What follows belongs to an exercise in optimizing a design on an open flow for small area; a production flow would make more cautious choices. In this exercise RTL edits were held to simulation tests only and were not proved equivalent to the original. Power figures rest on the tool's default switching activity, not on a simulated workload.

Setup of lane 1:
## mips_core
module mips_core
	(
		input			clk,
		input			rst,			 
		input			is_forward,		 
		output	[31:0]	inst_addr,
		input	[31:0]	inst_data,
		output	[17:0]	sram_addr,
		output			sram_we_n,
		output	[15:0]	sram_dq_out,
		input	[15:0]	sram_dq_in,
		output			wb_en,
		output	[4:0]	wb_dest,
		output	[31:0]	wb_data
	);
For scale: roughly 4500 cells after synthesis, ~1300 flip-flops, ~160 I/O pins, about 59000 sq um of cells after synthesis.
export LEC_CHECK = 0
export CAP_MARGIN = 20
export CORE_MARGIN = 2
export CORE_UTILIZATION = 65
export SLEW_MARGIN = 20
create_clock -name core_clock -period 12.0 [get_ports {clk}]
standard.sh (not shown) runs the stock make flow with config.mk's settings and CLKGATE_MAP_FILE= SYNTH_SCRIPT=/design/flow/synth_recipe.tcl, a recipe that flattens the netlist after the stock synthesis.
==> flow/flow/run.sh <==
#!/bin/bash
# Own layout flow: the standard ORFS flow (standard.sh) with
#  * ABC's combinational mapping script replaced by an area-oriented one
#    (flow/abc_area_map.script); registers are mapped by Yosys before ABC
#    runs, so they are the standard synthesis's registers;
#  * clock tree: larger sink clusters and no dummy loads;
#  * port buffers: the smallest buffer (every port still gets one).
set -euo pipefail
here="$PWD"
rm -rf "$here/scripts_abc"
cp -r "$FLOW_HOME/scripts" "$here/scripts_abc"
cp "$here/flow/abc_area_map.script" "$here/scripts_abc/abc_speed.script"
export CTS_ARGS="-sink_clustering_enable -repair_clock_nets -dont_use_dummy_load -sink_clustering_size 25 -sink_clustering_max_diameter 80"
export BUFFER_PORTS_ARGS="-buffer_cell sky130_fd_sc_hd__buf_1"
bash standard.sh SCRIPTS_DIR="$here/scripts_abc" synth > "$here/synth.log" 2>&1
bash standard.sh SCRIPTS_DIR="$here/scripts_abc" finish > "$here/layout.log" 2>&1
==> flow/flow/abc_area_map.script <==
&get -n
&st
&dch
&nf -R 1000 -p
&put
buffer -c
topo
stime -c
upsize -c
dnsize -c
Lane 1 completed every stage of the flow, and the final layout passed the timing, DRC and antenna checks.
[inputs] lane 2 vs lane 1
# lane 1
export LEC_CHECK = 0
export CAP_MARGIN = 20
export CORE_MARGIN = 2
export CORE_UTILIZATION = 65
export SLEW_MARGIN = 20
create_clock -name core_clock -period 12.0 [get_ports {clk}]
# lane 2
export LEC_CHECK = 0
export CAP_MARGIN = 20
export CORE_MARGIN = 2
export CORE_UTILIZATION = 70
export SLEW_MARGIN = 20
create_clock -name core_clock -period 12.0 [get_ports {clk}]
-- flow/flow/run.sh --
<<< lane 1, line 13
export CTS_ARGS="-sink_clustering_enable -repair_clock_nets -dont_use_dummy_load -sink_clustering_size 25 -sink_clustering_max_diameter 80"
>>> lane 2, line 13
export CTS_ARGS="-sink_clustering_enable -repair_clock_nets -dont_use_dummy_load -sink_clustering_size 25 -sink_clustering_max_diameter 100"
--- outcome ---
Lane 2 finished every stage and its layout cleared the timing, DRC and antenna checks. Lane 2 against lane 1: wire length of the first global-routing pass shows a reduction of about 1.6%, fraction of power consumed by combinational cells rose 0.5 points, count of nets after finishing about even, critical path depth up 1, core utilization went up 5.2 points. The launch point of the worst path comes out wb_dest_r[1]$_DFFE_PN_ in one run and wb_dest_r[0]$_DFFE_PN_ in the other, namely in lane 2 and lane 1 respectively. Worst hold margin, lane 2 and lane 1: smaller value in lane 1.
Edits applied to the flow inputs when going from lane 2 to lane 3:
# lane 2
export LEC_CHECK = 0
export CAP_MARGIN = 20
export CORE_MARGIN = 2
export CORE_UTILIZATION = 70
export SLEW_MARGIN = 20
create_clock -name core_clock -period 12.0 [get_ports {clk}]
# lane 3
export LEC_CHECK = 0
export CAP_MARGIN = 20
export CORE_MARGIN = 2
export CORE_UTILIZATION = 50
export SLEW_MARGIN = 20
create_clock -name core_clock -period 12.0 [get_ports {clk}]
-- flow/flow/run.sh --
<<< lane 2, line 13
export CTS_ARGS="-sink_clustering_enable -repair_clock_nets -dont_use_dummy_load -sink_clustering_size 25 -sink_clustering_max_diameter 100"
>>> lane 3, line 13
export CTS_ARGS="-sink_clustering_enable -repair_clock_nets -dont_use_dummy_load -sink_clustering_size 25 -sink_clustering_max_diameter 80"
-- flow/flow/abc_area_map.script --
<<< lane 2, line 4
&nf -R 1000 -p
>>> lane 3, line 4
&nf -R 1000nf -R 1000 -p
[summary]
Looking at utilization, lane 3 sits 21 points lower than lane 2 does. In the flow results for lane 2 and lane 3, the mean routed wirelength per cell is smaller on lane 3. Post-synthesis to final-layout area growth was lower in lane 2 than in lane 3. Reported for lane 2 and lane 3, number of design rule violations left after detail routing turned out identical to the last digit. [lane 3 vs lane 2] clock network fraction of design power: higher in lane 3. Of lane 2 and lane 3, the lower number of tap instances belongs to lane 2.

-- separate check: timing with driven ports --
No port has a modelled driver above. Below, the same layouts with a new extraction and two added sets of constraints. Step 1, drivers: a clkbuf_16 drives clk and a buf_2 each remaining input, both assumed. Step 2 times the ports against the registers' clock, not the clock port: input delays grow and output delays shrink by t, the midpoint of the rising clock arrivals with the driver on. Three values: ideal ports, drivers, drivers and shift; two values: the first two.
run | t, ns | setup slack, ns | latest minus earliest clock arrival (ns) | cell pins on the clock port's net
lane 1 | 0.769 | 1.434 / 1.358 / 1.784 | 0.063 / 0.062 | 1
lane 2 | 0.720 | 1.271 / 1.199 / 1.650 | 0.097 / 0.097 | 1
lane 3 | 0.712 | 0.936 / 0.856 / 1.568 | 0.082 / 0.082 | 1
After both steps every run listed still meets setup and hold.
